This is an optimization exercise on Yosys and OpenROAD, whose aim is small area, not a production implementation. Where RTL was checked, it was by simulation tests only, not by an equivalence proof against the original. Power figures rest on the tool's default switching activity, not on a simulated workload.

==> 12-28 <==
## armreduced
module armreduced(
	input clk,
	input reset,
	output[31:0] pc,
	input[31:0] inst,
	input nIRQ,
	output [3:0] be,
	output[31:0] memaddr,
	output memwrite,
	output memread,
	output[31:0] writedata,
	input[31:0] readdata);
	assign be = 4'b1111;
	reg [31:2] r15;             
	reg [31:2] r14;             
	reg [32*14-1:0] rf;         
	reg [31:0] A, B;            
	reg [31:0] ALUout;          
	reg [31:0] B_MEM;           
	reg [31:0] WBdata;          
	reg z, c, setbubble;
	reg [9:0] st1, st2;         
	reg [3:0] st3;              
	reg [2:0] st4;              
	assign pc = {r15, 2'b00};
	wire [31:0] pcv = {r15, 2'b00};
	wire [31:0] lrv = {r14, 2'b00};
	assign memaddr = ALUout;
	assign writedata = B_MEM;
	wire [31:0] ins = setbubble ? 32'd0 : inst;
	wire [11:0] F = ins[31:20];
	wire [1:0] cF = (F == 12'd0) ? 2'b00 : (&F[11:9]) ? 2'b11 : (F[8] ? 2'b10 : 2'b01);
	function pass_of(input [1:0] cc, input zz);
		pass_of = (cc[1] & cc[0]) | (cc[0] & zz) | (cc[1] & ~zz);
	endfunction
	wire p1 = pass_of(st1[9:8], z);
	wire s1_br = p1 & st1[7];
	wire s1_ls = p1 & ~st1[7] & st1[6];
	wire IRwrite = ~s1_br;
	wire PCsave = s1_br & st1[4];
	wire regbdst = s1_ls & ~st1[0];
	reg [31:0] imm;
	always @(*) begin
		if (s1_br)
			imm = {{6{ins[23]}}, ins[23:0], 2'b00};
		else if (s1_ls)
			imm = {20'd0, ins[11:0]};
		else
			imm = {{24{ins[7]}}, ins[7:0]};
	end
	wire p2 = pass_of(st2[9:8], z);
	genvar q;
	wire [31:2] pc4;
	wire [32:2] ic;
	assign ic[2] = 1'b1;
	generate
		for (q = 2; q < 32; q = q + 1) begin : inc
			assign pc4[q] = r15[q] ^ ic[q];
			assign ic[q+1] = r15[q] & ic[q];
		end
	endgenerate
	wire [31:2] pc_next = setbubble ? (p2 ? r15 : {29'd0, r15[2]}) : pc4;
	wire [3:0] ra = ins[19:16];
	wire [3:0] rb = regbdst ? ins[15:12] : ins[3:0];
	wire [31:0] readA, readB;
	wire st1_br = st1[7];
  ...
Settings: LEC_CHECK=0, CAP_MARGIN=20, CORE_MARGIN=2, CORE_UTILIZATION=55, GPL_TIMING_DRIVEN=0, SLEW_MARGIN=20; clock period 10.0 ns.
standard.sh (not shown) runs the stock make flow with config.mk's settings and CLKGATE_MAP_FILE= SYNTH_SCRIPT=/design/flow/synth_recipe.tcl, a recipe that flattens the netlist after the stock synthesis.
==> flow/flow/run.sh <==
#!/bin/bash
# Layout flow: the standard ORFS flow (standard.sh, standard synthesis
# script) with these changes:
#  - the instances of rfread and rfreadA (register-file read ports) and rfwen
#    (register-file write enables) are swapped for hand-mapped versions of
#    the same function (flow/*_cells.v) before synthesis; no register
#    changes;
#  - buf_1 port buffers;
#  - a clock tree of clkbuf_4/clkbuf_8 without dummy loads.
# Each tool's output goes to a log file in this folder.
set -euo pipefail
swap() {  # module, expected instance count
	local n
	n=$(grep -c "^[[:space:]]*$1 [a-z_]* (" design.v || true)
	if [[ "$n" != "$2" ]]; then echo "expected $2 $1 instances, found $n" >&2; exit 1; fi
	sed -i "s/^\([[:space:]]*\)$1 \([a-z_]*\) (/\1$1_cells \2 (/" design.v
	cat "flow/$1_cells.v" >> design.v
}
swap rfread 1
swap rfreadA 1
swap rfwen 1
export BUFFER_PORTS_ARGS="-buffer_cell sky130_fd_sc_hd__buf_1"
export CTS_ARGS="-sink_clustering_enable -repair_clock_nets -dont_use_dummy_load -buf_list {sky130_fd_sc_hd__clkbuf_4 sky130_fd_sc_hd__clkbuf_8} -sink_clustering_size 16 -sink_clustering_max_diameter 50"
bash standard.sh > standard.log 2>&1
==> flow/flow/rfreadA_cells.v <==
// Hand-mapped port A: 16 register slots plus an alternative input.
// out = use_alt ? alt : kill ? 0 : regs[idx]   (one-hot a222oi AND-OR tree)
module rfreadA_cells(input [3:0] idx, input [32*16-1:0] regs, input [31:0] alt, input use_alt, input kill, output [31:0] out);
	wire [15:0] s;
	wire sa;
	wire [3:0] lo = 4'b0001 << idx[1:0];
	wire [3:0] hi = {4{~use_alt & ~kill}} & (4'b0001 << idx[3:2]);
	genvar i, b;
	generate
		// each select drives 32 gates: use a strong driver
		for (i = 0; i < 16; i = i + 1) begin : dec
			sky130_fd_sc_hd__and2_4 sd (.X(s[i]), .A(lo[i % 4]), .B(hi[i / 4]));
		end
		sky130_fd_sc_hd__buf_4 sad (.X(sa), .A(use_alt));
		for (b = 0; b < 32; b = b + 1) begin : bit_
			wire t0, t1, t2, t3, t4, t5, u0, u1;
			sky130_fd_sc_hd__a222oi_1 g0 (.Y(t0), .A1(s[0]), .A2(regs[32*0+b]), .B1(s[1]), .B2(regs[32*1+b]), .C1(s[2]), .C2(regs[32*2+b]));
			sky130_fd_sc_hd__a222oi_1 g1 (.Y(t1), .A1(s[3]), .A2(regs[32*3+b]), .B1(s[4]), .B2(regs[32*4+b]), .C1(s[5]), .C2(regs[32*5+b]));
			sky130_fd_sc_hd__a222oi_1 g2 (.Y(t2), .A1(s[6]), .A2(regs[32*6+b]), .B1(s[7]), .B2(regs[32*7+b]), .C1(s[8]), .C2(regs[32*8+b]));
			sky130_fd_sc_hd__a222oi_1 g3 (.Y(t3), .A1(s[9]), .A2(regs[32*9+b]), .B1(s[10]), .B2(regs[32*10+b]), .C1(s[11]), .C2(regs[32*11+b]));
			sky130_fd_sc_hd__a222oi_1 g4 (.Y(t4), .A1(s[12]), .A2(regs[32*12+b]), .B1(s[13]), .B2(regs[32*13+b]), .C1(s[14]), .C2(regs[32*14+b]));
			sky130_fd_sc_hd__a22oi_1 g5 (.Y(t5), .A1(s[15]), .A2(regs[32*15+b]), .B1(sa), .B2(alt[b]));
			sky130_fd_sc_hd__nand3_1 g6 (.Y(u0), .A(t0), .B(t1), .C(t2));
			sky130_fd_sc_hd__nand3_1 g7 (.Y(u1), .A(t3), .B(t4), .C(t5));
			sky130_fd_sc_hd__or2_1 g8 (.X(out[b]), .A(u0), .B(u1));
		end
	endgenerate
endmodule
Other scripts of this flow, unchanged in this note and not shown: flow/flow/rfread_cells.v, flow/flow/rfwen_cells.v
==> 03-09: changes against 12-28 <==
--- a/flow/design.v
+++ b/flow/design.v
@@ -46,37 +46,24 @@
 		else if (s1_ls)
 			imm = {20'd0, ins[11:0]};
 		else
 			imm = {{24{ins[7]}}, ins[7:0]};
 	end
-	wire p2 = pass_of(st2[9:8], z);
-	genvar q;
-	wire [31:2] pc4;
-	wire [32:2] ic;
-	assign ic[2] = 1'b1;
-	generate
-		for (q = 2; q < 32; q = q + 1) begin : inc
-			assign pc4[q] = r15[q] ^ ic[q];
-			assign ic[q+1] = r15[q] & ic[q];
-		end
-	endgenerate
-	wire [31:2] pc_next = setbubble ? (p2 ? r15 : {29'd0, r15[2]}) : pc4;
 	wire [3:0] ra = ins[19:16];
 	wire [3:0] rb = regbdst ? ins[15:12] : ins[3:0];
 	wire [31:0] readA, readB;
-	wire st1_br = st1[7];
-	wire st1_mov = ~st1[7] & ~st1[6] & (st1[4:1] == 4'd13);
-	rfreadA_cells port_a (.idx(ra), .regs({pcv, lrv, rf}), .alt({pc_next, 2'b00}), .use_alt(st1_br), .kill(st1_mov), .out(readA));
+	rfread_cells port_a (.idx(ra), .regs({pcv, lrv, rf}), .out(readA));
 	rfread_cells port_b (.idx(rb), .regs({pcv, lrv, rf}), .out(readB));
+	wire p2 = pass_of(st2[9:8], z);
 	wire [3:0] op = st2[4:1];
 	wire isB = st2[7];
 	wire isLS = ~st2[7] & st2[6];
 	wire isDP = ~st2[7] & ~st2[6];
 	wire isMOV = isDP & (op == 4'd13);
 	wire useImm = isB | (isLS & ~st2[5]) | (isDP & st2[5]);
 	wire [31:0] shifted = B << ins[11:7];
-	wire [31:0] opA = A;
+	wire [31:0] opA = isB ? pcv : isMOV ? 32'd0 : A;
 	wire [31:0] opB = useImm ? imm : shifted;
 	reg lg, sub, usec;       
 	reg [1:0] lop;           
 	always @(*) begin
 		lg = 1'b0; sub = 1'b1; usec = 1'b0; lop = 2'd0;
@@ -102,10 +89,11 @@
 	wire kg = lg & (lop != 2'd1);
 	wire kc = ~lg;
 	wire [32:0] cy;
 	wire [31:0] res;
 	assign cy[0] = cin;
+	genvar q;
 	generate
 		for (q = 0; q < 32; q = q + 1) begin : rca
 			wire pp = opA[q] ^ bx[q];
 			wire gg = opA[q] & bx[q];
 			assign res[q] = (pp & kp) ^ (gg & kg) ^ (cy[q] & kc);
@@ -114,10 +102,19 @@
 	endgenerate
 	wire [32:0] sum = {cy[32], 32'd0};
 	wire [31:0] ALUresult = p2 ? res : {29'd0, r15[2], 2'b00};
 	wire nzcv = p2 & isDP & ((op == 4'd10) | st2[0]);
 	wire cnew = lg ? c : (sum[32] ^ sub);
+	wire [31:2] pc4;
+	wire [32:2] ic;
+	assign ic[2] = 1'b1;
+	generate
+		for (q = 2; q < 32; q = q + 1) begin : inc
+			assign pc4[q] = r15[q] ^ ic[q];
+			assign ic[q+1] = r15[q] & ic[q];
+		end
+	endgenerate
 	wire p3 = pass_of(st3[3:2], z);
 	assign memwrite = p3 & (st3[1:0] == 2'b01);
 	assign memread = p3 & (st3[1:0] == 2'b10);
 	wire p4 = pass_of(st4[2:1], z);
 	wire regwrite = p4 & st4[0];
@@ -135,11 +132,11 @@
 			st1 <= 10'd0;
 			st2 <= 10'd0;
 			st3 <= 4'd0;
 			st4 <= 3'd0;
 		end else begin
-			r15 <= pc_next;
+			r15 <= setbubble ? (p2 ? r15 : {29'd0, r15[2]}) : pc4;
 			B <= readB;
 			WBdata <= (st3[1:0] == 2'b10) ? readdata : ALUout;
 			if (nzcv) begin
 				z <= (res == 32'd0);
 				c <= cnew;
@@ -189,24 +186,10 @@
 			assign en_lo[g] = rst | (we & (dst == g));
 		end
 	endgenerate
 	assign en_hi = en_lo;
 endmodule
-module rfreadA(input [3:0] idx, input [32*16-1:0] regs, input [31:0] alt, input use_alt, input kill, output [31:0] out);
-	reg [31:0] o;
-	integer k;
-	always @(*) begin
-		o = 32'd0;
-		for (k = 0; k < 16; k = k + 1)
-			o = o | ({32{idx == k}} & regs[32*k +: 32]);
-		if (use_alt)
-			o = alt;
-		else if (kill)
-			o = 32'd0;
-	end
-	assign out = o;
-endmodule
 // Hand-mapped 16:1 x 32 read port: one-hot selects, a222oi AND-OR tree.
 module rfread_cells(input [3:0] idx, input [32*16-1:0] regs, output [31:0] out);
 	wire [15:0] s;
 	wire [3:0] lo = 4'b0001 << idx[1:0];
 	wire [3:0] hi = 4'b0001 << idx[3:2];
@@ -228,38 +211,10 @@
 			sky130_fd_sc_hd__nand3_1 g7 (.Y(u1), .A(t3), .B(t4), .C(t5));
 			sky130_fd_sc_hd__or2_1 g8 (.X(out[b]), .A(u0), .B(u1));
 		end
 	endgenerate
 endmodule
-// Hand-mapped port A: 16 register slots plus an alternative input.
-// out = use_alt ? alt : kill ? 0 : regs[idx]   (one-hot a222oi AND-OR tree)
-module rfreadA_cells(input [3:0] idx, input [32*16-1:0] regs, input [31:0] alt, input use_alt, input kill, output [31:0] out);
-	wire [15:0] s;
-	wire sa;
-	wire [3:0] lo = 4'b0001 << idx[1:0];
-	wire [3:0] hi = {4{~use_alt & ~kill}} & (4'b0001 << idx[3:2]);
-	genvar i, b;
-	generate
-		// each select drives 32 gates: use a strong driver
-		for (i = 0; i < 16; i = i + 1) begin : dec
-			sky130_fd_sc_hd__and2_4 sd (.X(s[i]), .A(lo[i % 4]), .B(hi[i / 4]));
-		end
-		sky130_fd_sc_hd__buf_4 sad (.X(sa), .A(use_alt));
-		for (b = 0; b < 32; b = b + 1) begin : bit_
-			wire t0, t1, t2, t3, t4, t5, u0, u1;
-			sky130_fd_sc_hd__a222oi_1 g0 (.Y(t0), .A1(s[0]), .A2(regs[32*0+b]), .B1(s[1]), .B2(regs[32*1+b]), .C1(s[2]), .C2(regs[32*2+b]));
-			sky130_fd_sc_hd__a222oi_1 g1 (.Y(t1), .A1(s[3]), .A2(regs[32*3+b]), .B1(s[4]), .B2(regs[32*4+b]), .C1(s[5]), .C2(regs[32*5+b]));
-			sky130_fd_sc_hd__a222oi_1 g2 (.Y(t2), .A1(s[6]), .A2(regs[32*6+b]), .B1(s[7]), .B2(regs[32*7+b]), .C1(s[8]), .C2(regs[32*8+b]));
-			sky130_fd_sc_hd__a222oi_1 g3 (.Y(t3), .A1(s[9]), .A2(regs[32*9+b]), .B1(s[10]), .B2(regs[32*10+b]), .C1(s[11]), .C2(regs[32*11+b]));
-			sky130_fd_sc_hd__a222oi_1 g4 (.Y(t4), .A1(s[12]), .A2(regs[32*12+b]), .B1(s[13]), .B2(regs[32*13+b]), .C1(s[14]), .C2(regs[32*14+b]));
-			sky130_fd_sc_hd__a22oi_1 g5 (.Y(t5), .A1(s[15]), .A2(regs[32*15+b]), .B1(sa), .B2(alt[b]));
-			sky130_fd_sc_hd__nand3_1 g6 (.Y(u0), .A(t0), .B(t1), .C(t2));
-			sky130_fd_sc_hd__nand3_1 g7 (.Y(u1), .A(t3), .B(t4), .C(t5));
-			sky130_fd_sc_hd__or2_1 g8 (.X(out[b]), .A(u0), .B(u1));
-		end
-	endgenerate
-endmodule
 // Hand-mapped register-file write enables: one a21o_2 per register half.
 module rfwen_cells(input [3:0] dst, input we, input rst, output [13:0] en_lo, output [13:0] en_hi);
 	wire [3:0] lo = {4{we}} & (4'b0001 << dst[1:0]);
 	wire [3:0] hi = 4'b0001 << dst[3:2];
 	genvar g;
==> flow/flow/run.sh (replaced) <==
#!/bin/bash
# Layout flow: the standard ORFS flow (standard.sh, standard synthesis
# script) with these changes:
#  - the instances of rfread (register-file read ports) and rfwen
#    (register-file write enables) are swapped for hand-mapped versions of
#    the same function (flow/*_cells.v) before synthesis; no register
#    changes;
#  - buf_1 port buffers;
#  - a clock tree of clkbuf_4/clkbuf_8 without dummy loads.
# Each tool's output goes to a log file in this folder.
set -euo pipefail
swap() {  # module, expected instance count
	local n
	n=$(grep -c "^[[:space:]]*$1 [a-z_]* (" design.v || true)
	if [[ "$n" != "$2" ]]; then echo "expected $2 $1 instances, found $n" >&2; exit 1; fi
	sed -i "s/^\([[:space:]]*\)$1 \([a-z_]*\) (/\1$1_cells \2 (/" design.v
	cat "flow/$1_cells.v" >> design.v
}
swap rfread 2
swap rfwen 1
export BUFFER_PORTS_ARGS="-buffer_cell sky130_fd_sc_hd__buf_1"
export CTS_ARGS="-sink_clustering_enable -repair_clock_nets -dont_use_dummy_load -buf_list {sky130_fd_sc_hd__clkbuf_4 sky130_fd_sc_hd__clkbuf_8} -sink_clustering_size 16 -sink_clustering_max_diameter 50"
bash standard.sh > standard.log 2>&1
--- a/flow/config.mk
+++ b/flow/config.mk
@@ -5,8 +5,8 @@
 export SDC_FILE = /design/flow/constraint.sdc
 export NUM_CORES = 4
 export LEC_CHECK = 0
 export CAP_MARGIN = 20
 export CORE_MARGIN = 2
-export CORE_UTILIZATION = 55
+export CORE_UTILIZATION = 65
 export GPL_TIMING_DRIVEN = 0
 export SLEW_MARGIN = 20
removed: flow/flow/rfreadA_cells.v
==> comparison table <==
                                                                               03-09                    12-28
Power dissipated in the clock network                                      0.00141 W                0.00151 W
Fraction of layout instances using a drive strength above 1                    9.25%                    9.09%
Routability congestion estimate from global placement                           1.01                    0.974
Power share of the clock group                                                 15.5%                    16.8%
DRT met1 WL                                                                 39100 µm                 43100 µm
Diode count                                                                        7                        2
Met1 track utilization from global routing                                     58.4%                    52.2%
Nonclk inv count                                                                  48                       15
Power density normalized to cell area                                     261 nW/µm²               264 nW/µm²
Slew at the pin closest to its max-slew limit                                1.09 ns                  1.17 ns
Launch instance of the worst register-to-register path                        r15[2]                setbubble
Final period util                                                              76.4%                    85.6%
Worst path buffer plus inverter count                                              4                        3
Power spent charging and discharging nets                                  0.00350 W                0.00336 W
Status                                                       complete, no violations  complete, no violations
The RTL of 12-28 was laid out without a check of its function.

-- static timing again, ports no longer ideal --
How much do the figures lean on ideal ports? The routed layouts below were timed once more, with nothing changed but the port constraints.
Step 1, drivers: a clkbuf_16 drives clk and a buf_2 each remaining input, both assumed.
Step 2 also shifts input and output timing later by t, the mid clock arrival at the registers, as if the neighbouring blocks saw the same clock.
Three values: ideal ports, drivers, drivers and shift; two values: the first two.
run	shift t [ns]	setup WS [ns]	clock arrival spread, ns
12-28	0.691	1.440 / 1.459 / 0.769	0.112 / 0.113
03-09	0.744	2.359 / 2.317 / 1.573	0.169 / 0.169
After both steps every run listed still meets setup and hold. The setup slack of 03-09, which loses most, moves by -0.042 ns with the drivers and by -0.786 ns with both steps.
